This design comes from an exercise in tuning for a short achievable clock period and few clock cycles on the open sky130 flow, not from production work.
Function was not checked in any run shown here: the RTL went through the layout flow alone.
No activity file was given, so power comes from the tool's default toggle rates.

==> design.v <==
module ALU (
	input [63:0] base,
	input [8:0] imm,
	output [63:0] addr
);
	wire [8:0] lp = base[8:0] ^ imm;
	wire [8:0] lg = base[8:0] & imm;
	wire [8:0] a1, b1, a2, b2, a3, b3, c;
	genvar i;
	generate
		for (i = 0; i < 9; i = i + 1) begin : lo
			if (i >= 1) PreI c1 (lg[i], lp[i], lg[i-1], lp[i-1], a1[i], b1[i]);
			else begin assign a1[i] = ~lg[i]; assign b1[i] = ~lp[i]; end
			if (i >= 2) PreN c2 (a1[i], b1[i], a1[i-2], b1[i-2], a2[i], b2[i]);
			else begin assign a2[i] = ~a1[i]; assign b2[i] = ~b1[i]; end
			if (i >= 4) PreI c3 (a2[i], b2[i], a2[i-4], b2[i-4], a3[i], b3[i]);
			else begin assign a3[i] = ~a2[i]; assign b3[i] = ~b2[i]; end
			if (i >= 8) GenN c4 (a3[i], b3[i], a3[i-8], c[i]);
			else assign c[i] = ~a3[i];
		end
	endgenerate
	wire [8:0] lo_sum = lp ^ {c[7:0], 1'b0};
	wire c9 = c[8];
	wire [54:0] hi = base[63:9];
	wire [54:0] o0 = hi, z0 = ~hi;
	wire [54:0] o1, z1, o2, z2, o3, z3, o4, z4, o5, z5, o6, z6;
	generate
		for (i = 0; i < 55; i = i + 1) begin : pre
			if (i >= 1) begin AndI ao1 (o0[i], o0[i-1], o1[i]); AndI az1 (z0[i], z0[i-1], z1[i]); end
			else begin assign o1[i] = ~o0[i]; assign z1[i] = ~z0[i]; end
			if (i >= 2) begin AndN ao2 (o1[i], o1[i-2], o2[i]); AndN az2 (z1[i], z1[i-2], z2[i]); end
			else begin assign o2[i] = ~o1[i]; assign z2[i] = ~z1[i]; end
			if (i >= 4) begin AndI ao3 (o2[i], o2[i-4], o3[i]); AndI az3 (z2[i], z2[i-4], z3[i]); end
			else begin assign o3[i] = ~o2[i]; assign z3[i] = ~z2[i]; end
			if (i >= 8) begin AndN ao4 (o3[i], o3[i-8], o4[i]); AndN az4 (z3[i], z3[i-8], z4[i]); end
			else begin assign o4[i] = ~o3[i]; assign z4[i] = ~z3[i]; end
			if (i >= 16) begin AndI ao5 (o4[i], o4[i-16], o5[i]); AndI az5 (z4[i], z4[i-16], z5[i]); end
			else begin assign o5[i] = ~o4[i]; assign z5[i] = ~z4[i]; end
			if (i >= 32) begin AndN ao6 (o5[i], o5[i-32], o6[i]); AndN az6 (z5[i], z5[i-32], z6[i]); end
			else begin assign o6[i] = ~o5[i]; assign z6[i] = ~z5[i]; end
		end
	endgenerate
	wire [54:0] ones = {o6[53:0], 1'b1};
	wire [54:0] zeros = {z6[53:0], 1'b1};
	wire up = c9 & ~imm[8];
	wire down = ~c9 & imm[8];
	assign addr = {hi ^ (({55{up}} & ones) | ({55{down}} & zeros)), lo_sum};
endmodule
module ALUControl (
	input [63:0] a,
	input [63:0] b,       
	input [63:0] braw,    
	input cin,
	input add,
	input and_,
	input orr,
	output z
);
	wire [63:0] p = a ^ b;
	wire [63:0] g = a | b;
	wire [63:0] bad = {p[63:1] ^ g[62:0], p[0] ^ cin};
	wire nz_add, nz_and, nz_orr;
	SignExtend t_add (.v(bad), .nz(nz_add));
	SignExtend t_and (.v(a & braw), .nz(nz_and));
	SignExtend t_orr (.v(a | braw), .nz(nz_orr));
	assign z = (add & ~nz_add) | (and_ & ~nz_and) | (orr & ~nz_orr);
endmodule
module Adder (
	input [63:0] a,
	input [63:0] b,
	input cin,
	output [63:0] sum,
	output [63:0] sumn
);
	wire [63:0] p = a ^ b;
	wire [63:0] g0 = {a[62:0] & b[62:0], cin};
	wire [63:0] p0 = {p[62:0], 1'b0};
	wire [63:0] g1, p1, g2, p2, g3, p3, g4, p4, g5, p5, g6;
	genvar i;
	generate
		for (i = 0; i < 64; i = i + 1) begin : l
			if (i >= 1) PreI c1 (g0[i], p0[i], g0[i-1], p0[i-1], g1[i], p1[i]);
			else begin assign g1[i] = ~g0[i]; assign p1[i] = ~p0[i]; end
			if (i >= 2) PreN c2 (g1[i], p1[i], g1[i-2], p1[i-2], g2[i], p2[i]);
			else begin assign g2[i] = ~g1[i]; assign p2[i] = ~p1[i]; end
			if (i >= 4) PreI c3 (g2[i], p2[i], g2[i-4], p2[i-4], g3[i], p3[i]);
			else begin assign g3[i] = ~g2[i]; assign p3[i] = ~p2[i]; end
			if (i >= 8) PreN c4 (g3[i], p3[i], g3[i-8], p3[i-8], g4[i], p4[i]);
			else begin assign g4[i] = ~g3[i]; assign p4[i] = ~p3[i]; end
			if (i >= 16) PreI c5 (g4[i], p4[i], g4[i-16], p4[i-16], g5[i], p5[i]);
			else begin assign g5[i] = ~g4[i]; assign p5[i] = ~p4[i]; end
			if (i >= 32) GenN c6 (g5[i], p5[i], g5[i-32], g6[i]);
			else assign g6[i] = ~g5[i];
		end
	endgenerate
	assign sum = p ^ g6;
	assign sumn = ~p ^ g6;
endmodule
module DataMemoryMUX (
	input [63:0] a,
	input [63:0] b,
	input add,            
	input sub,
	input and_,
	input orr,
	output z
);
	wire [63:0] p = a ^ b;
	wire [63:0] g = (a | b) & {64{~sub}};
	wire [63:0] bad = {p[63:1] ^ g[62:0], p[0]};
	wire nz_as, nz_and, nz_orr;
	SignExtend t_as (.v(bad), .nz(nz_as));
	SignExtend t_and (.v(a & b), .nz(nz_and));
	SignExtend t_orr (.v(a | b), .nz(nz_orr));
	assign z = (add & ~nz_as) | (and_ & ~nz_and) | (orr & ~nz_orr);
endmodule
module MEMWB (
	input CLOCK,
	input [63:0] d,
	output reg [63:0] q
);
	always @(posedge CLOCK)
		q <= d;
endmodule
module ProgramCounter (
	input [9:0] a,
	input [9:0] b,
	output [9:0] sum
);
	wire [9:0] p = a ^ b;
	wire [9:0] g = a & b;
	wire [9:0] g1, p1, g2, p2, g3, p3, c;
	genvar i;
	generate
		for (i = 0; i < 10; i = i + 1) begin : l
			if (i >= 1) PreI c1 (g[i], p[i], g[i-1], p[i-1], g1[i], p1[i]);
			else begin assign g1[i] = ~g[i]; assign p1[i] = ~p[i]; end
			if (i >= 2) PreN c2 (g1[i], p1[i], g1[i-2], p1[i-2], g2[i], p2[i]);
			else begin assign g2[i] = ~g1[i]; assign p2[i] = ~p1[i]; end
			if (i >= 4) PreI c3 (g2[i], p2[i], g2[i-4], p2[i-4], g3[i], p3[i]);
			else begin assign g3[i] = ~g2[i]; assign p3[i] = ~p2[i]; end
			if (i >= 8) GenN c4 (g3[i], p3[i], g3[i-8], c[i]);
			else assign c[i] = ~g3[i];
		end
	endgenerate
	assign sum = p ^ {c[8:0], 1'b0};
endmodule
module ProgramCounterMUX (
	input [10:0] if_zero,
	input [10:0] if_nonzero,
	input zero,
	output [10:0] out
);
	assign out = zero ? if_zero : if_nonzero;
endmodule
module RegisterModule (
	input [31*64-1:0] regs,
	input [4:0] sel,
	output [63:0] q
);
	wire [63:0] e [0:31];
	genvar i;
	generate
		for (i = 0; i < 31; i = i + 1) begin : ent
			assign e[i] = regs[i*64 +: 64];
		end
	endgenerate
	assign e[31] = 64'b0;
	wire [63:0] m1 [0:7];
	wire [63:0] m2 [0:1];
	generate
		for (i = 0; i < 8; i = i + 1) begin : l1
			assign m1[i] = sel[1] ? (sel[0] ? e[4*i+3] : e[4*i+2]) : (sel[0] ? e[4*i+1] : e[4*i]);
		end
		for (i = 0; i < 2; i = i + 1) begin : l2
			assign m2[i] = sel[3] ? (sel[2] ? m1[4*i+3] : m1[4*i+2]) : (sel[2] ? m1[4*i+1] : m1[4*i]);
		end
	endgenerate
	assign q = sel[4] ? m2[1] : m2[0];
endmodule
module PreI (input g1, input p1, input g0, input p0, output gn, output pn);
	assign gn = ~(g1 | (p1 & g0));
	assign pn = ~(p1 & p0);
endmodule
module PreN (input gn1, input pn1, input gn0, input pn0, output g, output p);
	assign g = ~(gn1 & (pn1 | gn0));
	assign p = ~(pn1 | pn0);
endmodule
module GenI (input g1, input p1, input g0, output gn);
	assign gn = ~(g1 | (p1 & g0));
endmodule
module GenN (input gn1, input pn1, input gn0, output g);
	assign g = ~(gn1 & (pn1 | gn0));
endmodule
module AndI (input a1, input a0, output yn);
	assign yn = ~(a1 & a0);
endmodule
module AndN (input an1, input an0, output y);
	assign y = ~(an1 | an0);
endmodule
module SignExtend (
	input [63:0] v,
	output nz
);
	wire [31:0] l1;
	wire [15:0] l2;
	wire [7:0] l3;
	wire [3:0] l4;
	wire [1:0] l5;
	genvar i;
	generate
		for (i = 0; i < 32; i = i + 1) begin : a
			AndN c (v[2*i], v[2*i+1], l1[i]);         
		end
		for (i = 0; i < 16; i = i + 1) begin : b
			AndI c (l1[2*i], l1[2*i+1], l2[i]);       
		end
		for (i = 0; i < 8; i = i + 1) begin : c
			AndN c (l2[2*i], l2[2*i+1], l3[i]);
		end
		for (i = 0; i < 4; i = i + 1) begin : d
			AndI c (l3[2*i], l3[2*i+1], l4[i]);
		end
		for (i = 0; i < 2; i = i + 1) begin : e
			AndN c (l4[2*i], l4[2*i+1], l5[i]);
		end
	endgenerate
	AndI f (l5[0], l5[1], nz);
endmodule
module ARMLEG (
	input CLOCK,
	input RESET,
	output [63:0] imem_addr,
	input [31:0] imem_data,
	output [63:0] dmem_addr,
	output [63:0] dmem_wdata,
	output dmem_we,
	output dmem_re,
	input [63:0] dmem_rdata
);
	integer i;
	reg [9:0] pc;
	reg d_valid;
	reg d_isLD, d_isST, d_add, d_sub, d_and, d_orr, d_cbz, d_wr;
	reg [4:0] d_rd;
	reg [63:0] d_vn, d_vb;          
	reg d_xa, d_wa, d_w2a, d_ra;    
	reg d_xb, d_wb, d_w2b, d_rb;    
	reg d_xa_add, d_xa_and, d_xa_orr, d_xa_ld;    
	reg d_xb_add, d_xb_and, d_xb_orr, d_xb_ld, d_xb_addp, d_xb_addn;
	reg [8:0] d_imm;
	reg [9:0] d_tgt;
	reg d_zok;
	reg x_isLD, x_isST, x_add, x_and, x_orr, x_sub, x_wr;
	reg [4:0] x_rd;
	reg [63:0] x_a, x_b, x_bi, x_addr;
	reg w_wr, w2_wr;
	reg [4:0] w_rd, w2_rd;
	reg [63:0] w_res, w2_res;
	reg w_z;
	wire [63:0] w_data;    
	reg [63:0] rf [0:30];
	reg [30:0] zf;
	wire [63:0] x_sum, x_sumn;
	Adder alu_add (.a(x_a), .b(x_bi), .cin(x_sub), .sum(x_sum), .sumn(x_sumn));
	wire [63:0] x_andv = x_a & x_b;
	wire [63:0] x_orv = x_a | x_b;
	wire [63:0] x_out = ({64{x_isLD}} & dmem_rdata) | ({64{x_and}} & x_andv) |
	                    ({64{x_orr}} & x_orv) | ({64{x_add}} & x_sum);
	wire x_zalu, rdata_nz;
	ALUControl zt_alu (.a(x_a), .b(x_bi), .braw(x_b), .cin(x_sub), .add(x_add), .and_(x_and), .orr(x_orr), .z(x_zalu));
	SignExtend zt_ld (.v(dmem_rdata), .nz(rdata_nz));
	wire x_ldz = ~rdata_nz;
	wire x_z = x_zalu | (x_isLD & x_ldz);
	assign dmem_addr = x_addr;
	assign dmem_wdata = x_b;
	assign dmem_we = x_isST;
	assign dmem_re = x_isLD;
	MEMWB w_copy (.CLOCK(CLOCK), .d(x_out), .q(w_data));
	wire [63:0] va = ({64{d_wa}} & w_res) | ({64{d_w2a}} & w2_res) | ({64{d_ra}} & d_vn);
	wire [63:0] vb = ({64{d_wb}} & w_res) | ({64{d_w2b}} & w2_res) | ({64{d_rb}} & d_vb);
	wire [63:0] sub64 = {64{d_sub}};
	wire [63:0] opa = ({64{d_xa_add}} & x_sum) | ({64{d_xa_and}} & x_andv) |
	                  ({64{d_xa_orr}} & x_orv) | ({64{d_xa_ld}} & dmem_rdata) | ({64{~d_xa}} & va);
	wire [63:0] opb_early = ({64{d_xb_and}} & x_andv) | ({64{d_xb_orr}} & x_orv) |
	                        ({64{d_xb_ld}} & dmem_rdata) | ({64{~d_xb}} & vb);
	wire [63:0] opbi_early = ({64{d_xb_and}} & (x_andv ^ sub64)) | ({64{d_xb_orr}} & (x_orv ^ sub64)) |
	                         ({64{d_xb_ld}} & (dmem_rdata ^ sub64)) | ({64{~d_xb}} & (vb ^ sub64));
	wire [63:0] opb = opb_early | ({64{d_xb_add}} & x_sum);
	wire [63:0] opbi = opbi_early | ({64{d_xb_addp}} & x_sum) | ({64{d_xb_addn}} & x_sumn);
	wire [63:0] addr;
	ALU agu (.base(va), .imm(d_imm), .addr(addr));
	wire d_zv;
	DataMemoryMUX zt_d (.a(d_vn), .b(d_vb), .add(d_add), .sub(d_sub), .and_(d_and), .orr(d_orr), .z(d_zv));
	assign imem_addr = {52'b0, pc, 2'b00};
	wire [31:0] inst = imem_data;
	wire [10:0] op11 = inst[31:21];
	wire f_isB   = inst[31:26] == 6'b000101;
	wire f_isCBZ = inst[31:24] == 8'hB4;
	wire f_isADD = op11 == 11'h458;
	wire f_isSUB = op11 == 11'h658;
	wire f_isAND = op11 == 11'h450;
	wire f_isORR = op11 == 11'h550;
	wire f_isLD  = op11 == 11'h7C2;
	wire f_isST  = op11 == 11'h7C0;
	wire f_isR   = f_isADD | f_isSUB | f_isAND | f_isORR;
	wire [4:0] f_rn = inst[9:5];
	wire [4:0] f_rm = inst[20:16];
	wire [4:0] f_rt = inst[4:0];
	wire [4:0] f_rb = inst[28] ? f_rt : f_rm;
	wire f_rt31 = f_rt == 5'd31;
	wire [31*64-1:0] rf_flat;
	genvar gi;
	generate
		for (gi = 0; gi < 31; gi = gi + 1) begin : rff
			assign rf_flat[gi*64 +: 64] = rf[gi];
		end
	endgenerate
	wire [63:0] f_vn, f_vb;
	RegisterModule rd_n (.regs(rf_flat), .sel(f_rn), .q(f_vn));
	RegisterModule rd_b (.regs(rf_flat), .sel(f_rb), .q(f_vb));
	wire dwr = d_valid & d_wr;
	wire f_xa = dwr & (d_rd == f_rn);
	wire f_wa = x_wr & (x_rd == f_rn);
	wire f_w2a = w_wr & (w_rd == f_rn);
	wire f_xb = dwr & (d_rd == f_rb);
	wire f_wb = x_wr & (x_rd == f_rb);
	wire f_w2b = w_wr & (w_rd == f_rb);
	wire f_xt = dwr & (d_rd == f_rt);
	wire f_wt = x_wr & (x_rd == f_rt);
	wire f_w2t = w_wr & (w_rd == f_rt);
	wire zf_rt = (f_rt == 5'd31) | zf[f_rt];
	wire f_cbzD = f_isCBZ & ~f_rt31 & f_xt & ~d_zok;    
	wire stall = (f_isLD | f_isST) & f_xa;
	wire [9:0] f_tgtB, f_tgtC;
	ProgramCounter add_b (.a(pc), .b(inst[9:0]), .sum(f_tgtB));
	ProgramCounter add_c (.a(pc), .b(inst[14:5]), .sum(f_tgtC));
	wire [9:0] f_seq = pc + 10'd1;
	wire [9:0] f_tgt = f_isB ? f_tgtB : f_tgtC;
	wire f_dz = f_isCBZ & ~f_rt31 & f_xt & d_zok;
	wire late = f_dz ? d_zv : x_ldz;
	wire [10:0] nxt [0:1];
	genvar li;
	generate
		for (li = 0; li < 2; li = li + 1) begin : lt
			wire L = li;
			wire xz = x_zalu | (x_isLD & L);
			wire red = d_valid & d_cbz & xz;
			wire cz = f_rt31 | (f_xt ? (d_zok & L) : f_wt ? xz : f_w2t ? w_z : zf_rt);
			wire take = f_isB | (f_isCBZ & cz);
			assign nxt[li] = {~red & ~stall, red ? d_tgt : stall ? pc : take ? f_tgt : f_seq};
		end
	endgenerate
	wire [10:0] pcv;
	ProgramCounterMUX pc_mux (.if_zero(nxt[1]), .if_nonzero(nxt[0]), .zero(late), .out(pcv));
	always @(posedge CLOCK) begin
		if (RESET)
			pc <= 10'd0;
		else
			pc <= pcv[9:0];
		d_valid <= ~RESET & pcv[10];
		d_isLD <= f_isLD;
		d_isST <= f_isST;
		d_add <= f_isADD | f_isSUB;
		d_sub <= f_isSUB;
		d_and <= f_isAND;
		d_orr <= f_isORR;
		d_cbz <= f_cbzD;
		d_wr <= (f_isR | f_isLD) & ~f_rt31;
		d_rd <= f_rt;
		d_imm <= inst[20:12];
		d_tgt <= f_tgtC;
		d_vn <= f_vn;
		d_vb <= f_vb;
		d_xa <= f_xa;
		d_wa <= f_wa;
		d_w2a <= f_w2a & ~f_wa;
		d_ra <= ~f_wa & ~f_w2a;
		d_xb <= f_xb;
		d_zok <= (f_isR) & ~f_xa & ~f_wa & ~f_w2a & ~f_xb & ~f_wb & ~f_w2b;
		d_xa_add <= f_xa & d_add;
		d_xa_and <= f_xa & d_and;
		d_xa_orr <= f_xa & d_orr;
		d_xa_ld <= f_xa & d_isLD;
		d_xb_add <= f_xb & d_add;
		d_xb_and <= f_xb & d_and;
		d_xb_orr <= f_xb & d_orr;
		d_xb_ld <= f_xb & d_isLD;
		d_xb_addp <= f_xb & d_add & ~f_isSUB;
		d_xb_addn <= f_xb & d_add & f_isSUB;
		d_wb <= f_wb;
		d_w2b <= f_w2b & ~f_wb;
		d_rb <= ~f_wb & ~f_w2b;
		if (RESET || !d_valid) begin
			x_isLD <= 1'b0;
			x_isST <= 1'b0;
			x_wr <= 1'b0;
		end else begin
			x_isLD <= d_isLD;
			x_isST <= d_isST;
			x_wr <= d_wr;
		end
		x_add <= d_add;
		x_sub <= d_sub;
		x_and <= d_and;
		x_orr <= d_orr;
		x_rd <= d_rd;
		x_a <= opa;
		x_b <= opb;
		x_bi <= opbi;
		x_addr <= addr;
		w_wr <= ~RESET & x_wr;
		w_rd <= x_rd;
		w_res <= x_out;
		w_z <= x_z;
		w2_wr <= ~RESET & w_wr;
		w2_rd <= w_rd;
		w2_res <= w_res;
		if (w_wr) begin
			rf[w_rd] <= w_data;
			zf[w_rd] <= w_z;
		end
	end
endmodule
==> run.sh <==
#!/bin/bash
# synth_recipe.tcl (not shown) runs the flow's synth.tcl, then flattens the netlist and writes it again
# the make line also repeats each setting of config.mk as NAME=value (left out here)
make -C /OpenROAD-flow-scripts/flow DESIGN_CONFIG=/design/flow/config.mk WORK_HOME=/design/flow/orfs CLKGATE_MAP_FILE= SYNTH_SCRIPT=/design/flow/synth_recipe.tcl finish
==> config.mk <==
export PLATFORM = sky130hd
export DESIGN_NAME = ARMLEG
export DESIGN_NICKNAME = ARMLEG
export VERILOG_FILES = /design/flow/design.v
export SDC_FILE = /design/flow/constraint.sdc
export NUM_CORES = 8
export LEC_CHECK = 0
export CAP_MARGIN = 20
export CORE_MARGIN = 2
export CORE_UTILIZATION = 40
export GPL_TIMING_DRIVEN = 1
export SETUP_SLACK_MARGIN = 5
export SLEW_MARGIN = 20
export SYNTH_HIERARCHICAL = 1
==> constraint.sdc <==
create_clock -name core_clock -period 8.0 [get_ports {CLOCK}]
set_input_delay 1.6000 -clock core_clock [delete_from_list [all_inputs] [get_ports {CLOCK}]]
set_output_delay 1.6000 -clock core_clock [all_outputs]
set_load 0.01 [all_outputs]
==> run_results.csv, run 1 <==
group,metric,value,unit
sta,rsz0062_at_grt,"true",
sta,hold_violations,0,
global_route,gr-usage-all-layers,33.87,%
clock_network,cts.sinks,2672,
logic_synthesis,syn_area,139600,µm²
setup_path,timing.rr.end,"pc[4]",
sta,setup_viol,0,
finish,final_nets,12720,
finish,area_growth_syn_to_layout,21.85,%
clock_network,cts_tree,"built",
routing,ant_nets,0,
finish,fin_cells,17180,
worst_hold_path,min_path_cells,0,
sta,setup_tns,0,ps
pwr,vdd_ir_drop_max,0.1671,mV
pwr,pwr-share-comb,18.7,%
placed_design,hpwl,356.6,mm
global_route,antenna_found_initial,77,
floorplan,die_w,594.7,µm
setup_path,startpoint_type,"register",
sta,skew,71.29,ps
clock_network,clkLatencyLatePin,920,ps
floorplan,die_h,594.7,µm
clock_network,cts_buffers,295,
clock_network,path_clk_slew,60,ps
sta,max_slew.worst_pin.slew,1296,ps
setup_path,crit_required,8730,ps
sta,slew_violations,0,
routing,vias_per_cell,6.621,
setup_path,crit_arrival,4530,ps
clock_network,clockBufferDepth,4,
sta,slew_headroom,12.99,%
outcome,status,"no timing/DRC/antenna violations",
global_route,grt_pass1_vias,109700,
worst_hold_path,min_path_type,"register to register",
floorplan,core_region_area,346700,µm²
floorplan,dieArea,353600,µm²
worst_hold_path,min_to,"w2_res[39]",
clock_network,cts_hold_buf,0,
floorplan,start_util,40.25,%
setup_path,critical_path_class,"register to register",
global_route,grt_max_degree,97,
logic_synthesis,syn_area_per_cell,11.88,µm²
pwr,p_sw_share,29.07,%
routing,drt_first_pass_iters,11,
pwr,p_leak,0.06497,µW
global_route,grt_pass1_wl,850.0,mm
routing,vias,113800,
sta,min_period_over_period,47.50,%
routing,first_iter_violations,19230,
pwr,p_clk_share,38.9,%
routing,drt_drc_violations_left,0,
sta,period_minus_slack,3800,ps
clock_network,h-tree-depth,5,
placed_design,dp.cells,15980,
pwr,powerDensity,215.6,nW/µm²
finish,drive_above_1_share,26.21,%
flow_run,maxCapViolCount,0,
setup_path,r2r_slack,4200,ps
pwr,p_int,26010,µW
setup_path,crit_path_max_fanout,5,
routing,wl,628.5,mm
setup_path,reg2reg_depth,18,
pwr,switchingPower,10660,µW
floorplan,rows,216,
global_route,grt_overflow_total,0,
logic_synthesis,yosys_warnings,9,
clock_network,root_buffer,"clkbuf_16",
logic_synthesis,netlist_instances,11750,
routing,wl_per_cell,36.59,µm
setup_path,end_kind,"register",
pwr,pwr-share-seq,42.4,%
floorplan,ioPinCount,292,
placed_design,place.gp.congestion,1.004,
worst_hold_path,min_from,"w_res[39]",
sta,max_freq,263.1,MHz
placed_design,portBuffers,237,
setup_path,r2r-start,"x_a[32]",
## flip-flops by register name (all words and copies together) (netlist names), 5 cells and up
signal / count
d_vn: 64
w_res: 64
x_addr: 64
d_imm: 9
rf: 1984
d_rd: 5
pc: 10
x_a: 64
d_tgt: 10
x_b: 64
zf: 31
d_vb: 64
x_bi: 64
w2_res: 64
w_copy.q: 64
x_rd: 5
w_rd: 5
## per-stage QoR
step	setup WS [ps]	cell area (µm²)	utilization, %	hold slack [ps]	total power, µW
2_1_floorplan	3892	140900	-	348.9	18860
3_3_place_gp	1974	146600	42.29	353.5	20800
3_5_place_dp	1923	146600	42.29	356.7	20880
4_1_cts	4365	167300	48.25	351.4	36070
5_1_grt	4216	170000	49.03	367.1	37430
6_report	4200	170100	49.04	349.0	36670
## layer usage
| layer | wire, µm | GRT usage [%] | up-vias |
|---|---|---|---|
| met2 | 277200 | 52.41 | 8811 |
| met4 | 55320 | 24.42 | 22 |
| li1 | - | - | 45970 |
| met1 | 215100 | 40.34 | 56650 |
| met5 | 183 | 0 | - |
| met3 | 80760 | 9.768 | 2306 |
## layout make-up
type / count / area, µm²
fill: 29940 / 176700
sequential: 2672 / 74360
multi-input combinational: 7582 / 64990
timing repair buffer: 1055 / 12030
clock buffer: 395 / 8177
tap: 4578 / 5728
inverter: 710 / 2813
clock inverter: 138 / 1674
timing repair inverter: 15 / 191.4
antenna: 35 / 87.58
## layout by cell type (no fill, tap or decap), types with 125 or more instances in the layout
cell type,count
xor2_1,133
clkbuf_16,310
inv_1,684
buf_4,524
nor3_1,215
mux4_2,260
nor2_4,125
nand2_1,785
o21ai_2,137
buf_6,142
edfxtp_1,2015
a21oi_1,265
xnor2_1,195
ha_1,204
dfxtp_1,420
nor2_1,723
dfxtp_4,160
a222oi_1,318
a21oi_2,148
o21ai_0,201
o221ai_1,249
o22ai_1,545
mux2i_1,1396
## repair_timing
| item | 4_1_cts | 5_1_grt |
|---|---|---|
| gates resized for setup | 2182 | 308 |
| endpoints found under the setup margin | 1666 | 429 |
| gates cloned | 92 | 11 |
| buffers inserted | 412 | 112 |
| pin swaps | 251 | 199 |
## critical path, cell delays in order (launching register included)
cell	delay [ps]
dfxtp_4	360
buf_4	150
and2_1	130
nor2_1	160
nand2_1	140
nor2_2	170
nand2_1	130
nor2_4	320
nand2_1	150
o221ai_4	220
buf_12	150
nor2_4	60
nor4_4	350
o31ai_4	90
buf_12	190
mux2_4	290
a22o_1	180
mux2_4	250
nor2b_1	120
## power by group through the flow
stage               Sequential, µW  Combinational (µW)  Clock [µW]
finish                       15500                6850       14300
global route                 15500                7060       14800
CTS                          15500                6300       14300
detailed placement           15800                5070           0
global placement             15800                5010           0
floorplan                    15500                3340           0
## worst max-delay path by stage
stage               slack, ps     startpoint  cells after the start        to
floorplan                3890   imem_data[0]                     12     pc[4]
global placement         1970  imem_data[28]                      9  d_vb[60]
detailed placement       1920  imem_data[28]                      9  d_vb[60]
CTS                      4370       x_bi[49]                     20     pc[4]
global route             4220        x_a[57]                     20     pc[4]
finish                   4200        x_a[32]                     18     pc[4]
==> inputs of run 2 (changes only) <==
--- a/design.v
+++ b/design.v
@@ -51,3 +51,2 @@
 	input [63:0] b,       
-	input [63:0] braw,    
 	input cin,
@@ -60,8 +59,7 @@
 	wire [63:0] g = a | b;
-	wire [63:0] bad = {p[63:1] ^ g[62:0], p[0] ^ cin};
-	wire nz_add, nz_and, nz_orr;
-	SignExtend t_add (.v(bad), .nz(nz_add));
-	SignExtend t_and (.v(a & braw), .nz(nz_and));
-	SignExtend t_orr (.v(a | braw), .nz(nz_orr));
-	assign z = (add & ~nz_add) | (and_ & ~nz_and) | (orr & ~nz_orr);
+	wire [63:0] bad_add = {p[63:1] ^ g[62:0], p[0] ^ cin};
+	wire [63:0] bad = ({64{add}} & bad_add) | ({64{and_}} & (a & b)) | ({64{orr}} & g);
+	wire nz;
+	SignExtend t (.v(bad), .nz(nz));
+	assign z = (add | and_ | orr) & ~nz;
 endmodule
@@ -98,2 +96,47 @@
 endmodule
+module ControlUnit (
+	input [31:0] inst,
+	input [9:0] pc,
+	input dwr,              
+	input [4:0] d_rd,
+	input d_zok,            
+	input x_wr,
+	input [4:0] x_rd,
+	input w_wr,
+	input [4:0] w_rd,
+	input w_z,
+	input [30:0] zf,
+	output t0,
+	output ta,
+	output tb,
+	output stall,
+	output cbz_d,           
+	output [9:0] q_t,
+	output [9:0] q_nt,
+	output [9:0] tgt_cbz
+);
+	wire isB = inst[31:26] == 6'b000101;
+	wire isCBZ = inst[31:24] == 8'hB4;
+	wire isLDST = (inst[31:23] == 9'b111110000) & ~inst[21];    
+	wire [4:0] rn = inst[9:5];
+	wire [4:0] rt = inst[4:0];
+	wire rt31 = rt == 5'd31;
+	wire xt = dwr & (d_rd == rt);
+	wire wt = x_wr & (x_rd == rt);
+	wire w2t = w_wr & (w_rd == rt);
+	wire zrf = rt31 | zf[rt];
+	wire e = rt31 | (~xt & ~wt & (w2t ? w_z : zrf));
+	assign t0 = isB | (isCBZ & e);
+	assign ta = isCBZ & xt & d_zok;
+	assign tb = isCBZ & ~xt & wt;
+	assign cbz_d = isCBZ & ~rt31 & xt & ~d_zok;
+	assign stall = isLDST & dwr & (d_rd == rn);
+	wire [9:0] tgtB, tgtC;
+	ProgramCounter add_b (.a(pc), .b(inst[9:0]), .sum(tgtB));
+	ProgramCounter add_c (.a(pc), .b(inst[14:5]), .sum(tgtC));
+	wire [9:0] seq = pc + 10'd1;
+	assign tgt_cbz = tgtC;
+	assign q_t = stall ? pc : isB ? tgtB : tgtC;
+	assign q_nt = stall ? pc : seq;
+endmodule
 module DataMemoryMUX (
@@ -109,8 +152,7 @@
 	wire [63:0] g = (a | b) & {64{~sub}};
-	wire [63:0] bad = {p[63:1] ^ g[62:0], p[0]};
-	wire nz_as, nz_and, nz_orr;
-	SignExtend t_as (.v(bad), .nz(nz_as));
-	SignExtend t_and (.v(a & b), .nz(nz_and));
-	SignExtend t_orr (.v(a | b), .nz(nz_orr));
-	assign z = (add & ~nz_as) | (and_ & ~nz_and) | (orr & ~nz_orr);
+	wire [63:0] bad_as = {p[63:1] ^ g[62:0], p[0]};
+	wire [63:0] bad = ({64{add}} & bad_as) | ({64{and_}} & (a & b)) | ({64{orr}} & (a | b));
+	wire nz;
+	SignExtend t (.v(bad), .nz(nz));
+	assign z = (add | and_ | orr) & ~nz;
 endmodule
@@ -148,8 +190,22 @@
 module ProgramCounterMUX (
-	input [10:0] if_zero,
-	input [10:0] if_nonzero,
-	input zero,
-	output [10:0] out
+	input [9:0] q_t,
+	input [9:0] q_nt,
+	input [9:0] d_tgt,
+	input t0,
+	input ta,
+	input tb,
+	input r1,               
+	input stall,
+	input d_zv,
+	input x_zalu,
+	input x_isLD,
+	input x_ldz,
+	output [9:0] pc_next,
+	output d_valid_next
 );
-	assign out = zero ? if_zero : if_nonzero;
+	wire xz = x_zalu | (x_isLD & x_ldz);
+	wire take = t0 | (ta & d_zv) | (tb & xz);
+	wire red = r1 & xz;
+	assign pc_next = red ? d_tgt : take ? q_t : q_nt;
+	assign d_valid_next = ~red & ~stall;
 endmodule
@@ -249,3 +305,3 @@
 	reg d_xa_add, d_xa_and, d_xa_orr, d_xa_ld;    
-	reg d_xb_add, d_xb_and, d_xb_orr, d_xb_ld, d_xb_addp, d_xb_addn;
+	reg d_xb_and, d_xb_orr, d_xb_ld, d_xb_addp, d_xb_addn;
 	reg [8:0] d_imm;
@@ -255,3 +311,3 @@
 	reg [4:0] x_rd;
-	reg [63:0] x_a, x_b, x_bi, x_addr;
+	reg [63:0] x_a, x_bi, x_addr;     
 	reg w_wr, w2_wr;
@@ -265,4 +321,4 @@
 	Adder alu_add (.a(x_a), .b(x_bi), .cin(x_sub), .sum(x_sum), .sumn(x_sumn));
-	wire [63:0] x_andv = x_a & x_b;
-	wire [63:0] x_orv = x_a | x_b;
+	wire [63:0] x_andv = x_a & x_bi;
+	wire [63:0] x_orv = x_a | x_bi;
 	wire [63:0] x_out = ({64{x_isLD}} & dmem_rdata) | ({64{x_and}} & x_andv) |
@@ -270,3 +326,3 @@
 	wire x_zalu, rdata_nz;
-	ALUControl zt_alu (.a(x_a), .b(x_bi), .braw(x_b), .cin(x_sub), .add(x_add), .and_(x_and), .orr(x_orr), .z(x_zalu));
+	ALUControl zt_alu (.a(x_a), .b(x_bi), .cin(x_sub), .add(x_add), .and_(x_and), .orr(x_orr), .z(x_zalu));
 	SignExtend zt_ld (.v(dmem_rdata), .nz(rdata_nz));
@@ -275,3 +331,3 @@
 	assign dmem_addr = x_addr;
-	assign dmem_wdata = x_b;
+	assign dmem_wdata = x_bi;    
 	assign dmem_we = x_isST;
@@ -284,7 +340,4 @@
 	                  ({64{d_xa_orr}} & x_orv) | ({64{d_xa_ld}} & dmem_rdata) | ({64{~d_xa}} & va);
-	wire [63:0] opb_early = ({64{d_xb_and}} & x_andv) | ({64{d_xb_orr}} & x_orv) |
-	                        ({64{d_xb_ld}} & dmem_rdata) | ({64{~d_xb}} & vb);
 	wire [63:0] opbi_early = ({64{d_xb_and}} & (x_andv ^ sub64)) | ({64{d_xb_orr}} & (x_orv ^ sub64)) |
 	                         ({64{d_xb_ld}} & (dmem_rdata ^ sub64)) | ({64{~d_xb}} & (vb ^ sub64));
-	wire [63:0] opb = opb_early | ({64{d_xb_add}} & x_sum);
 	wire [63:0] opbi = opbi_early | ({64{d_xb_addp}} & x_sum) | ({64{d_xb_addn}} & x_sumn);
@@ -328,29 +381,12 @@
 	wire f_w2b = w_wr & (w_rd == f_rb);
-	wire f_xt = dwr & (d_rd == f_rt);
-	wire f_wt = x_wr & (x_rd == f_rt);
-	wire f_w2t = w_wr & (w_rd == f_rt);
-	wire zf_rt = (f_rt == 5'd31) | zf[f_rt];
-	wire f_cbzD = f_isCBZ & ~f_rt31 & f_xt & ~d_zok;    
-	wire stall = (f_isLD | f_isST) & f_xa;
-	wire [9:0] f_tgtB, f_tgtC;
-	ProgramCounter add_b (.a(pc), .b(inst[9:0]), .sum(f_tgtB));
-	ProgramCounter add_c (.a(pc), .b(inst[14:5]), .sum(f_tgtC));
-	wire [9:0] f_seq = pc + 10'd1;
-	wire [9:0] f_tgt = f_isB ? f_tgtB : f_tgtC;
-	wire f_dz = f_isCBZ & ~f_rt31 & f_xt & d_zok;
-	wire late = f_dz ? d_zv : x_ldz;
-	wire [10:0] nxt [0:1];
-	genvar li;
-	generate
-		for (li = 0; li < 2; li = li + 1) begin : lt
-			wire L = li;
-			wire xz = x_zalu | (x_isLD & L);
-			wire red = d_valid & d_cbz & xz;
-			wire cz = f_rt31 | (f_xt ? (d_zok & L) : f_wt ? xz : f_w2t ? w_z : zf_rt);
-			wire take = f_isB | (f_isCBZ & cz);
-			assign nxt[li] = {~red & ~stall, red ? d_tgt : stall ? pc : take ? f_tgt : f_seq};
-		end
-	endgenerate
-	wire [10:0] pcv;
-	ProgramCounterMUX pc_mux (.if_zero(nxt[1]), .if_nonzero(nxt[0]), .zero(late), .out(pcv));
+	wire c_t0, c_ta, c_tb, stall, f_cbzD;
+	wire [9:0] q_t, q_nt, f_tgtC, pc_next;
+	wire dv_next;
+	ControlUnit fctl (.inst(inst), .pc(pc), .dwr(dwr), .d_rd(d_rd), .d_zok(d_zok),
+		.x_wr(x_wr), .x_rd(x_rd), .w_wr(w_wr), .w_rd(w_rd), .w_z(w_z), .zf(zf),
+		.t0(c_t0), .ta(c_ta), .tb(c_tb), .stall(stall), .cbz_d(f_cbzD),
+		.q_t(q_t), .q_nt(q_nt), .tgt_cbz(f_tgtC));
+	ProgramCounterMUX pc_mux (.q_t(q_t), .q_nt(q_nt), .d_tgt(d_tgt), .t0(c_t0), .ta(c_ta), .tb(c_tb),
+		.r1(d_valid & d_cbz), .stall(stall), .d_zv(d_zv), .x_zalu(x_zalu), .x_isLD(x_isLD), .x_ldz(x_ldz),
+		.pc_next(pc_next), .d_valid_next(dv_next));
 	always @(posedge CLOCK) begin
@@ -359,4 +395,4 @@
 		else
-			pc <= pcv[9:0];
-		d_valid <= ~RESET & pcv[10];
+			pc <= pc_next;
+		d_valid <= ~RESET & dv_next;
 		d_isLD <= f_isLD;
@@ -384,3 +420,2 @@
 		d_xa_ld <= f_xa & d_isLD;
-		d_xb_add <= f_xb & d_add;
 		d_xb_and <= f_xb & d_and;
@@ -408,3 +443,2 @@
 		x_a <= opa;
-		x_b <= opb;
 		x_bi <= opbi;
--- a/config.mk
+++ b/config.mk
@@ -9,3 +9,3 @@
 export CORE_MARGIN = 2
-export CORE_UTILIZATION = 40
+export CORE_UTILIZATION = 30
 export GPL_TIMING_DRIVEN = 1
==> run_results.csv, run 2 <==
group,metric,value,unit
floorplan,ioPinCount,292,
sta,slew_headroom,11.02,%
sta,rsz0062_at_grt,"true",
pwr,p_int,25250,µW
sta,hold_violations,0,
placed_design,portBuffers,237,
setup_path,reg2reg_depth,16,
worst_hold_path,min_path_cells,0,
global_route,grt_pass1_vias,102900,
routing,drt_drc_violations_left,0,
routing,first_iter_violations,18390,
logic_synthesis,netlist_instances,11440,
routing,vias,109700,
finish,multiInputGateArea,63960,µm²
worst_hold_path,min_from,"w_res[58]",
pwr,p_clk_share,39.3,%
routing,wl,610.1,mm
setup_path,crit_path_max_fanout,24,
pwr,p_total,35520,µW
setup_path,r2r-start,"x_and",
logic_synthesis,syn_area_per_cell,12.10,µm²
pwr,pwr-share-comb,17.9,%
placed_design,dp.cells,17210,
clock_network,cts_tree,"built",
global_route,grt_pass1_wl,817.4,mm
setup_path,critical_path_class,"register to register",
setup_path,crit_required,8830,ps
global_route,antenna_found_initial,54,
clock_network,cts_hold_buf,0,
pwr,vdd_ir_drop_max,0.1792,mV
clock_network,clkLatencyLatePin,930,ps
global_route,grt_max_degree,77,
finish,fin_cells,18340,
setup_path,end_kind,"register",
sta,setup_viol,0,
flow_run,maxCapViolCount,0,
outcome,status,"no timing/DRC/antenna violations",
finish,largest_reg_flops,1984,
finish,final_cell_mix,"edfxtp_1 (2015), mux2i_1 (1396), inv_1 (671)",
worst_hold_path,min_path_type,"register to register",
finish,drive_above_1_share,25.95,%
finish,area_growth_syn_to_layout,22.62,%
finish,final_nets,12390,
pwr,switchingPower,10270,µW
sta,setup_tns,0,ps
routing,drt_first_pass_iters,11,
sta,max_freq,296.4,MHz
pwr,p_leak,0.06408,µW
placed_design,placed_cell_area,147100,µm²
logic_synthesis,yosys_warnings,9,
global_route,grt_overflow_total,0,
finish,fillers,43920,
placed_design,place.gp.congestion,0.9895,
finish,regMostFlops,"rf",
routing,wl_per_cell,33.26,µm
clock_network,path_clk_slew,70,ps
placed_design,hpwl,342.8,mm
clock_network,root_buffer,"clkbuf_16",
sta,min_period_over_period,42.17,%
setup_path,crit_arrival,4200,ps
finish,layout_commonest_cell,"edfxtp_1",
routing,vias_per_cell,5.981,
clock_network,cts.sinks,2607,
floorplan,core_region_area,459800,µm²
clock_network,h-tree-depth,5,
sta,slew_violations,0,
floorplan,start_util,30.12,%
floorplan,rows,249,
setup_path,startpoint_type,"register",
setup_path,r2r_slack,4630,ps
floorplan,dieArea,467100,µm²
finish,regArea,73070,µm²
finish,design_area,169800,µm²
floorplan,die_w,683.4,µm
clock_network,clockBufferDepth,4,
logic_synthesis,syn_area,138500,µm²
global_route,gr-usage-all-layers,24.47,%
sta,skew,31.27,ps
floorplan,die_h,683.4,µm
sta,max_slew.worst_pin.slew,1335,ps
pwr,powerDensity,209.2,nW/µm²
sta,period_minus_slack,3374,ps
pwr,pwr-share-seq,42.8,%
worst_hold_path,min_to,"w2_res[58]",
clock_network,cts_buffers,287,
pwr,p_sw_share,28.91,%
routing,ant_nets,0,
setup_path,timing.rr.end,"pc[2]",
-- run 2: critical path: stages, from the launching register on --
cell	delay (ps)
dfxtp_4	520
buf_16	250
a221o_1	350
nor2_1	140
nand2_1	120
nor2_4	270
nand2_4	120
nor2_4	200
nand2_4	110
nor2_4	170
a21o_1	160
a221oi_2	70
buf_4	170
buf_8	140
mux2i_1	110
a21oi_1	190
nor2b_1	140
-- run 2: final cells by class --
cell class,count,share of cell area (%)
flip-flops and latches,2607,43.03
repair inverters,14,0.1326
repair buffers,1015,7.200
diodes,22,0.03242
clock buffers,395,4.864
multi-input cells,7300,37.67
well taps,6149,4.531
inverters,710,1.670
clock inverters,131,0.8680
-- run 2: through the flow --
step,util [%],hold slack (ps),setup slack (ps)
2_1_floorplan,-,348.9,4579
3_3_place_gp,31.99,353.2,2330
3_5_place_dp,31.99,357.0,2263
4_1_cts,35.91,355.7,4659
5_1_grt,36.91,369.6,4654
6_report,36.93,355.8,4626
-- run 2: metal layers --
layer	routed length (µm)	track usage, %	vias up	part of all wire (%)
met5	88	0	-	0.014
met4	46120	14.99	14	7.6
met3	77850	7.284	1719	13
met2	265500	37.49	7751	44
met1	220600	30.31	54980	36
li1	-	-	45250	-
-- run 2: how the worst max path moves through the flow --
stage,start,end,slack (ps),cells after the start
after floorplan,imem_data[1],pc[3],4580,11
after global placement,imem_data[28],d_vb[21],2330,9
after detailed placement,imem_data[28],d_vb[60],2260,8
after CTS,x_a[28],pc[0],4660,18
after global routing,x_a[5],pc[6],4650,18
final,x_and,pc[2],4630,16
-- run 2: repair_timing --
item | CTS | global route
gates cloned | 73 | 22
resized for setup | 1835 | 696
setup endpoints to repair | 1432 | 722
pin swaps | 117 | 214
buffers inserted | 347 | 140
-- run 2: power by group through the flow --
stage / registers (µW) / clock network (µW) / logic, µW
final: 15200 / 13900 / 6370
after global routing: 15200 / 14500 / 6570
after CTS: 15100 / 14000 / 5710
after detailed placement: 15400 / 0 / 4780
after global placement: 15400 / 0 / 4740
after floorplan: 15100 / 0 / 3170
==> inputs of run 3 (changes only) <==
--- a/design.v
+++ b/design.v
@@ -158,2 +158,19 @@
 endmodule
+module ForwardingUnitALUMuxA (
+	input s0, input [63:0] d0,
+	input s1, input [63:0] d1,
+	input s2, input [63:0] d2,
+	output [63:0] y
+);
+	wire [63:0] n0, n1, n2;
+	genvar i;
+	generate
+		for (i = 0; i < 64; i = i + 1) begin : b
+			AndI c0 (s0, d0[i], n0[i]);
+			AndI c1 (s1, d1[i], n1[i]);
+			AndI c2 (s2, d2[i], n2[i]);
+			Nand3 o (n0[i], n1[i], n2[i], y[i]);
+		end
+	endgenerate
+endmodule
 module MEMWB (
@@ -256,2 +273,5 @@
 endmodule
+module Nand3 (input a, input b, input c, output y);
+	assign y = ~(a & b & c);
+endmodule
 module SignExtend (
@@ -317,2 +337,3 @@
 	wire [63:0] w_data;    
+	reg [30:0] w_we;       
 	reg [63:0] rf [0:30];
@@ -335,4 +356,5 @@
 	MEMWB w_copy (.CLOCK(CLOCK), .d(x_out), .q(w_data));
-	wire [63:0] va = ({64{d_wa}} & w_res) | ({64{d_w2a}} & w2_res) | ({64{d_ra}} & d_vn);
-	wire [63:0] vb = ({64{d_wb}} & w_res) | ({64{d_w2b}} & w2_res) | ({64{d_rb}} & d_vb);
+	wire [63:0] va, vb;
+	ForwardingUnitALUMuxA mux_a (.s0(d_wa), .d0(w_res), .s1(d_w2a), .d1(w2_res), .s2(d_ra), .d2(d_vn), .y(va));
+	ForwardingUnitALUMuxA mux_b (.s0(d_wb), .d0(w_res), .s1(d_w2b), .d1(w2_res), .s2(d_rb), .d2(d_vb), .y(vb));
 	wire [63:0] sub64 = {64{d_sub}};
@@ -452,6 +474,9 @@
 		w2_res <= w_res;
-		if (w_wr) begin
-			rf[w_rd] <= w_data;
-			zf[w_rd] <= w_z;
-		end
+		for (i = 0; i < 31; i = i + 1)
+			w_we[i] <= ~RESET & x_wr & (x_rd == i);
+		for (i = 0; i < 31; i = i + 1)
+			if (w_we[i]) begin
+				rf[i] <= w_data;
+				zf[i] <= w_z;
+			end
 	end
==> run_results.csv, run 3 <==
group,metric,value,unit
setup_path,crit_path_max_fanout,9,
clock_network,cts.sinks,2638,
logic_synthesis,syn_area,138700,µm²
placed_design,dp.cells,17420,
setup_path,end_kind,"register",
finish,regMostFlops,"rf",
floorplan,die_w,683.9,µm
setup_path,r2r-start,"x_orr",
setup_path,reg2reg_depth,16,
pwr,vdd_ir_drop_max,0.1692,mV
sta,skew,81.04,ps
clock_network,root_buffer,"clkbuf_16",
routing,wl_per_cell,32.79,µm
routing,drt_drc_violations_left,0,
clock_network,clockBufferDepth,4,
worst_hold_path,min_path_cells,0,
sta,max_slew.worst_pin.slew,1294,ps
setup_path,worst_path_most_repeated_cell,"buf_12",
setup_path,r2r_slack,4790,ps
setup_path,cp_slowest_cell,"nor3_1",
finish,final_nets,12600,
global_route,gr-usage-all-layers,24.05,%
sta,rsz0062_at_grt,"true",
routing,vias_per_cell,5.967,
placed_design,hpwl,339.0,mm
setup_path,startpoint_type,"input port",
sta,setup_viol,0,
floorplan,die_h,683.9,µm
flow_run,maxCapViolCount,0,
floorplan,core_region_area,460200,µm²
finish,layout_commonest_cell,"edfxtp_1",
finish,fillers,43800,
routing,vias,110800,
pwr,p_leak,0.06467,µW
pwr,powerDensity,207.4,nW/µm²
setup_path,slowest_delay,360,ps
placed_design,place.gp.congestion,0.9693,
global_route,grt_max_degree,92,
sta,max_freq,309.7,MHz
placed_design,portBuffers,237,
sta,slew_violations,0,
clock_network,clkLatencyLatePin,950,ps
floorplan,ioPinCount,292,
sta,period_minus_slack,3229,ps
finish,final_cell_mix,"edfxtp_1 (2015), mux2i_1 (1397), nand2_1 (972)",
finish,drive_above_1_share,25.90,%
sta,min_period_over_period,40.36,%
floorplan,dieArea,467700,µm²
global_route,grt_pass1_wl,808.4,mm
floorplan,rows,249,
finish,fin_cells,18570,
setup_path,critical_path_class,"input port to register",
worst_hold_path,min_from,"w_res[15]",
setup_path,cp_cell_sequence,"buf_12 > buf_16 > buf_4 > mux2i_4 > buf_6 > buf_12 > buf_12 > clkinv_16 > buf_12 > buf_4 > nand2_8 > buf_4 > o22ai_1 > nor3_1 > a211oi_2",
pwr,p_total,35480,µW
setup_path,crit_arrival,4020,ps
sta,setup_tns,0,ps
floorplan,start_util,30.14,%
global_route,grt_pass1_vias,103800,
clock_network,path_clk_slew,60,ps
global_route,antenna_found_initial,60,
finish,final_util,37.18,%
finish,regArea,73830,µm²
worst_hold_path,min_to,"w2_res[15]",
setup_path,timing.rr.end,"pc[3]",
clock_network,cts_buffers,285,
routing,drt_first_pass_iters,7,
clock_network,h-tree-depth,5,
clock_network,cts_hold_buf,0,
logic_synthesis,yosys_warnings,10,
routing,ant_nets,0,
finish,largest_reg_flops,1984,
worst_hold_path,min_path_type,"register to register",
routing,wl,608.8,mm
sta,fin_hold_ws,352.6,ps
finish,area_growth_syn_to_layout,23.37,%
global_route,grt_overflow_total,0,
outcome,status,"no timing/DRC/antenna violations",
routing,first_iter_violations,16970,
sta,hold_violations,0,
setup_path,crit_required,8800,ps
sta,slew_headroom,13.59,%
finish,multiInputGateArea,65610,µm²
logic_synthesis,netlist_instances,11630,
clock_network,cts_tree,"built",
logic_synthesis,syn_area_per_cell,11.93,µm²
-- run 3: layout make-up --
type / count / share of cell area, %
antenna: 32 / 0.04680
clock buffer: 390 / 4.675
clock inverter: 126 / 0.7532
inverter: 579 / 1.361
multi-input combinational: 7639 / 38.35
sequential: 2638 / 43.15
tap: 6149 / 4.497
timing repair buffer: 1001 / 7.080
timing repair inverter: 11 / 0.08849
-- run 3: how the worst max path moves through the flow --
stage                        from       to  depth (start not counted)
floorplan            imem_data[1]    pc[2]                         11
global placement    imem_data[28]  d_vb[4]                          8
detailed placement  imem_data[28]  d_vb[4]                          8
CTS                        x_isLD  dmem_re                          1
global route         imem_data[0]    pc[3]                         13
finish               imem_data[0]  d_vb[5]                         15
-- run 3: timing repair --
item                                     CTS  global route
cloned                                    81            39
gates resized for setup                 1994           571
pin swaps                                134           229
endpoints found under the setup margin   543           301
buffers inserted                         301           173
-- run 3: metrics by stage --
step	area [µm²]	worst slack, ps
floorplan	139500	4551
global placement	147100	2380
detailed placement	147200	2333
CTS	165600	4870
global route	171000	4746
finish	171100	4771
-- run 3: per-layer routing --
| metal | part of all wire [%] | vias up | global-route usage (%) |
|---|---|---|---|
| met5 | 0.026 | - | 0 |
| met4 | 7.7 | 24 | 15.02 |
| met3 | 12 | 1823 | 5.882 |
| met2 | 44 | 7901 | 37.79 |
| met1 | 36 | 55550 | 29.70 |
| li1 | - | 45480 | - |
-- run 3: worst max-delay path, delay by kind of cell --
family	cells	cell delay [ps]
compound gates	2	170
buf+inv	10	1440
mux	1	200
simple gates	2	550
-- run 3: report_power, final --
part / internal [µW] / switching (µW) / total (µW)
Combinational: 2620 / 4020 / 6640
Sequential: 14800 / 530 / 15300
Clock: 7700 / 5820 / 13500
==> inputs of run 4 (changes only) <==
--- a/design.v
+++ b/design.v
@@ -365,4 +365,7 @@
 	wire [63:0] opbi = opbi_early | ({64{d_xb_addp}} & x_sum) | ({64{d_xb_addn}} & x_sumn);
-	wire [63:0] addr;
-	ALU agu (.base(va), .imm(d_imm), .addr(addr));
+	wire [63:0] addr, addr_w, addr_w2, addr_rf;
+	ALU agu_w (.base(w_res), .imm(d_imm), .addr(addr_w));
+	ALU agu_w2 (.base(w2_res), .imm(d_imm), .addr(addr_w2));
+	ALU agu_rf (.base(d_vn), .imm(d_imm), .addr(addr_rf));
+	ForwardingUnitALUMuxA mux_addr (.s0(d_wa), .d0(addr_w), .s1(d_w2a), .d1(addr_w2), .s2(d_ra), .d2(addr_rf), .y(addr));
 	wire d_zv;
==> run_results.csv, run 4 <==
group,metric,value,unit
finish,final_cell_mix,"edfxtp_1 (2015), nand2_1 (1753), mux2i_1 (1401)",
sta,period_minus_slack,3198,ps
floorplan,die_h,705.1,µm
setup_path,startpoint_type,"register",
global_route,grt_pass1_wl,917.5,mm
finish,drive_above_1_share,22.67,%
clock_network,cts_buffers,284,
global_route,antenna_found_initial,63,
flow_run,maxCapViolCount,0,
placed_design,place.gp.congestion,1.030,
finish,multiInputGateArea,72010,µm²
clock_network,clkLatencyLatePin,1000,ps
placed_design,portBuffers,237,
setup_path,worst_path_most_repeated_cell,"buf_6",
placed_design,dp.cells,19570,
sta,skew,84.23,ps
global_route,grt_max_degree,110,
routing,drt_drc_violations_left,0,
clock_network,h-tree-depth,5,
sta,max_freq,312.7,MHz
routing,wl_per_cell,32.98,µm
global_route,grt_overflow_total,0,
pwr,p_sw_share,29.43,%
logic_synthesis,syn_area_per_cell,10.96,µm²
logic_synthesis,netlist_instances,13460,
setup_path,crit_arrival,1600,ps
clock_network,root_buffer,"clkbuf_16",
setup_path,slowest_delay,370,ps
finish,fillers,47720,
floorplan,start_util,30.11,%
routing,wl,678.7,mm
pwr,p_clk_share,38.4,%
placed_design,hpwl,414.1,mm
sta,min_period_over_period,39.97,%
global_route,grt_pass1_vias,115500,
setup_path,crit_path_max_fanout,8,
routing,vias_per_cell,5.912,
finish,final_nets,14310,
logic_synthesis,yosys_warnings,10,
pwr,switchingPower,10470,µW
floorplan,core_region_area,489700,µm²
pwr,p_int,25110,µW
clock_network,cts_tree,"built",
finish,area_growth_syn_to_layout,20.16,%
finish,layout_commonest_cell,"edfxtp_1",
setup_path,critical_path_class,"register to output pin",
setup_path,end_kind,"output pin",
pwr,pwr-share-seq,43.3,%
finish,regArea,73940,µm²
sta,setup_tns,0,ps
global_route,gr-usage-all-layers,25.83,%
clock_network,clockBufferDepth,4,
clock_network,path_clk_slew,60,ps
floorplan,ioPinCount,292,
finish,fin_cells,20580,
setup_path,crit_required,6400,ps
setup_path,cp_slowest_cell,"dfxtp_4",
routing,vias,121700,
sta,hold_violations,0,
outcome,status,"no timing/DRC/antenna violations",
sta,rsz0062_at_grt,"true",
sta,slew_headroom,16.67,%
floorplan,rows,257,
floorplan,die_w,705.1,µm
finish,regMostFlops,"rf",
sta,max_slew.worst_pin.slew,1250,ps
routing,first_iter_violations,18370,
setup_path,cp_cell_sequence,"buf_6 > buf_6",
worst_hold_path,min_path_type,"register to register",
pwr,pwr-share-comb,18.4,%
routing,drt_first_pass_iters,8,
floorplan,dieArea,497200,µm²
pwr,p_leak,0.06781,µW
routing,ant_nets,0,
finish,largest_reg_flops,1984,
pwr,vdd_ir_drop_max,0.1982,mV
sta,setup_viol,0,
logic_synthesis,syn_area,147500,µm²
pwr,powerDensity,200.8,nW/µm²
clock_network,cts.sinks,2638,
sta,slew_violations,0,
run 4: stage by stage:
step                      worst slack, ps  util [%]  cell area [µm²]  hold slack [ps]  total power (µW)
after floorplan                      4551         -           148300            362.3             18680
after global placement               2250     31.91           156300            379.6             20680
after detailed placement             2262     31.92           156300            382.9             20740
after CTS                            4862     35.50           173900            390.9             35010
after global routing                 4785     36.17           177100            402.1             36370
final                                4803     36.18           177200            374.7             35580
run 4: per-layer routing:
metal  up-vias  part of all wire [%]  global-route usage [%]
li1      50820                     -                       -
met1     60410                    36                   31.03
met2      8305                    44                   39.98
met3      2077                    12                   7.266
met4        34                   8.7                   18.05
met5         -                 0.053                       0
run 4: repair_timing:
item / 4_1_cts / 5_1_grt
buffers inserted: 248 / 114
setup endpoints to repair: 560 / 358
hold buffers: 0 / 0
resized for setup: 2023 / 477
pin swaps: 94 / 112
gates cloned: 82 / 12
run 4: final cells by class:
cell class / instances / area share [%]
clock buffers: 396 / 4.524
inverters: 759 / 1.714
multi-input cells: 9264 / 40.64
clock inverters: 123 / 0.7768
flip-flops and latches: 2638 / 41.73
repair buffers: 880 / 5.920
well taps: 6475 / 4.572
repair inverters: 14 / 0.08403
diodes: 29 / 0.04096
run 4: power by group through the flow:
stage	clock, µW	combinational [µW]	sequential, µW
2_1_floorplan	0	3360	15300
3_3_place_gp	0	5020	15700
3_5_place_dp	0	5070	15700
4_1_cts	13700	5950	15400
5_1_grt	14200	6750	15400
6_report	13600	6530	15400
run 4: final timing paths:
| kind | start | endpoint | slack, ps | depth (start not counted) |
|---|---|---|---|---|
| hold reg to reg | d_orr | x_orr | 370 | 0 |
| setup / recovery | x_bi[17] | dmem_wdata[17] | 4800 | 2 |
| setup reg to reg | x_a[29] | w_copy.q[33] | 4850 | 10 |
| hold / removal | d_orr | x_orr | 370 | 0 |
run 4: critical path: cells and delay by family (launching register included):
family   cells  cell delay (ps)
buf+inv      2              230
flops        1              370
==> inputs of run 5 (changes only) <==
--- a/design.v
+++ b/design.v
@@ -365,7 +365,4 @@
 	wire [63:0] opbi = opbi_early | ({64{d_xb_addp}} & x_sum) | ({64{d_xb_addn}} & x_sumn);
-	wire [63:0] addr, addr_w, addr_w2, addr_rf;
-	ALU agu_w (.base(w_res), .imm(d_imm), .addr(addr_w));
-	ALU agu_w2 (.base(w2_res), .imm(d_imm), .addr(addr_w2));
-	ALU agu_rf (.base(d_vn), .imm(d_imm), .addr(addr_rf));
-	ForwardingUnitALUMuxA mux_addr (.s0(d_wa), .d0(addr_w), .s1(d_w2a), .d1(addr_w2), .s2(d_ra), .d2(addr_rf), .y(addr));
+	wire [63:0] addr;
+	ALU agu (.base(va), .imm(d_imm), .addr(addr));
 	wire d_zv;
==> flow/run.sh (new file) <==
#!/bin/bash
# Layout flow: the standard synthesis, unchanged, then the standard ORFS
# steps with two settings changed:
#  - ports are buffered with a plain buffer (by default the port buffering
#    picks a delay cell, which the footprint-bound sizing then mostly keeps);
#  - the resizer may swap a cell for one of the same function with another
#    footprint.
# Each step's output is kept in a log of its own here.
set -euo pipefail
bash standard.sh synth > synth.log 2>&1
bash standard.sh "BUFFER_PORTS_ARGS=-buffer_cell sky130_fd_sc_hd__buf_6" MATCH_CELL_FOOTPRINT=0 finish > layout.log 2>&1
==> standard.sh (new file) <==
#!/bin/bash
# synth_recipe.tcl (not shown) runs the flow's synth.tcl, then flattens the netlist and writes it again
# the make line also repeats each setting of config.mk as NAME=value (left out here)
make -C /OpenROAD-flow-scripts/flow DESIGN_CONFIG=/design/flow/config.mk WORK_HOME=/design/flow/orfs CLKGATE_MAP_FILE= SYNTH_SCRIPT=/design/flow/synth_recipe.tcl "${@:-finish}"
removed: run.sh
==> run_results.csv, run 5 <==
group,metric,value,unit
outcome,status,"no timing/DRC/antenna violations",
sta,setup_slack,4793,ps
setup_path,crit_required,8680,ps
setup_path,end_kind,"register",
finish,final_nets,12450,
routing,ant_nets,0,
floorplan,die_w,683.9,µm
setup_path,startpoint_type,"register",
global_route,top_usage_layer,"met2",
clock_network,cts_buffers,289,
floorplan,start_util,30.14,%
placed_design,dp.cells,17400,
clock_network,cts_hold_buf,0,
clock_network,clockBufferDepth,4,
finish,regMostFlops,"rf",
global_route,grt.met2_usage,37.54,%
logic_synthesis,syn_area,138700,µm²
routing,wl,593.5,mm
routing,drt_first_pass_iters,10,
placed_design,place.gp.congestion,0.9806,
clock_network,root_buffer,"clkbuf_16",
routing,wl_per_cell,32.24,µm
global_route,use_met1,29.26,%
sta,skew,65.06,ps
global_route,gr-usage-all-layers,23.78,%
sta,slew_headroom,18.91,%
clock_network,cts_tree,"built",
global_route,grt_max_degree,118,
floorplan,ioPinCount,292,
floorplan,core_region_area,460200,µm²
global_route,grt_util_met3,5.750,%
finish,final_cell_mix,"edfxtp_1 (2015), mux2i_1 (1400), nand2_1 (980)",
floorplan,die_h,683.9,µm
pwr,p_leak,0.06320,µW
floorplan,dieArea,467700,µm²
logic_synthesis,syn_area_per_cell,11.93,µm²
finish,area_growth_syn_to_layout,20.69,%
pwr,vdd_ir_drop_max,0.1841,mV
floorplan,rows,249,
logic_synthesis,yosys_warnings,10,
sta,rsz0062_at_grt,"true",
sta,min_period_over_period,40.08,%
sta,max_freq,311.9,MHz
sta,setup_tns,0,ps
finish,fin_cells,18410,
clock_network,clkLatencyLatePin,920,ps
sta,hold_violations,0,
setup_path,crit_arrival,3890,ps
placed_design,hpwl,341.6,mm
pwr,powerDensity,211.7,nW/µm²
sta,max_slew.worst_pin.slew,1208,ps
global_route,grt_pass1_wl,800.6,mm
routing,drt_drc_violations_left,0,
clock_network,h-tree-depth,5,
placed_design,place_ws,2989,ps
global_route,grt_pass1_vias,103300,
sta,setup_viol,0,
clock_network,cts.sinks,2638,
finish,layout_commonest_cell,"edfxtp_1",
routing,vias_per_cell,5.933,
global_route,grt_overflow_total,0,
sta,slew_violations,0,
finish,largest_reg_flops,1984,
flow_run,maxCapViolCount,0,
clock_network,path_clk_slew,60,ps
routing,first_iter_violations,16420,
setup_path,crit_path_max_fanout,5,
sta,fin_hold_ws,353.1,ps
global_route,antenna_found_initial,43,
routing,vias,109200,
finish,final_util,36.37,%
worst_hold_path,min_path_type,"register to register",
placed_design,portBuffers,237,
sta,period_minus_slack,3207,ps
finish,drive_above_1_share,24.17,%
setup_path,critical_path_class,"register to register",
logic_synthesis,netlist_instances,11630,
run 5: area by class of cell:
class | count | area [µm²]
Inverter | 579 | 2318
Fill cell | 44070 | 292800
Clock buffer | 403 | 8140
Multi-Input combinational cell | 7644 | 63670
Sequential cell | 2638 | 73950
Timing Repair inverter | 9 | 87.58
Tap cell | 6149 | 7694
Clock inverter | 117 | 1455
Timing Repair Buffer | 842 | 9992
Antenna cell | 25 | 62.56
run 5: power by group:
part	leakage, µW	internal, µW	total, µW	switching, µW
Clock	0.00467	8080	13900	5800
Combinational	0.0303	2400	6180	3770
Sequential	0.0283	14800	15400	595
run 5: timing repair:
item | in CTS | in global routing
endpoints found under the setup margin | 519 | 321
resized for setup | 1017 | 440
pin swaps | 65 | 106
gates cloned | 77 | 21
setup buffers | 250 | 109
run 5: worst max-delay path: stages (launching register included):
cell and delay, ps:
dfxtp_4 370, ha_2 440, nand2_2 160, nor2_4 230, nand2_2 200, nor2_2 210, nand2_1 120, o21ai_4 180
buf_12 150, xor2_1 120, a222oi_1 540, o21ai_4 280
run 5: path summary, 6_finish.rpt:
kind / end / slack (ps) / cells after the start / startpoint
max: w_res[59] / 4790 / 11 / x_bi[51]
min: w2_res[6] / 350 / 0 / w_res[6]
max reg2reg: w_res[59] / 4790 / 11 / x_bi[51]
min reg2reg: w2_res[6] / 350 / 0 / w_res[6]
run 5: metal layers:
layer	wire length, µm	up-vias
met3	71350	1815
met2	264300	7779
met4	45600	22
met5	346	-
met1	211900	54430
li1	-	45160
run 5: per-stage QoR:
stage          total power, µW  cell area [µm²]
2_1_floorplan            18490           139300
3_3_place_gp             20340           147100
3_5_place_dp             20380           147100
4_1_cts                  34850           163900
5_1_grt                  36240           167300
6_report                 35440           167400

==> re-timing with driven ports <==
The results above use ideal ports. As a check the final layouts listed here were re-extracted and re-timed, cells and wires unchanged. Step 1 sets driving cells, clkbuf_16 on the clock port and buf_2 on the other inputs (assumed; they add their load-dependent delay and slew). Step 2, shift: input delay + t, output delay - t, t = (earliest + latest rising clock arrival at the registers) / 2. This alone moves slack from input paths to output paths. Three values: ideal ports, drivers, drivers and shift; two values: the first two.
| run | t, ns | slack for setup (ns) | worst register clock-pin slew, ns | worst slew at a driven data input, ns |
|---|---|---|---|---|
| run 1 | 1.011 | 4.200 / 4.168 / 3.157 | 0.07 / 0.07 | 0.53 |
| run 2 | 1.028 | 4.626 / 4.626 / 3.636 | 0.07 / 0.07 | 0.39 |
| run 3 | 1.008 | 4.771 / 4.729 / 3.812 | 0.07 / 0.07 | 0.34 |
| run 4 | 1.062 | 4.803 / 4.704 / 3.743 | 0.07 / 0.07 | 0.29 |
| run 5 | 1.002 | 4.793 / 4.680 / 3.755 | 0.07 / 0.07 | 0.39 |
After both steps every run listed still meets setup and hold. The setup slack of run 4, which loses most, moves by -0.099 ns with the drivers and by -1.060 ns with both steps.
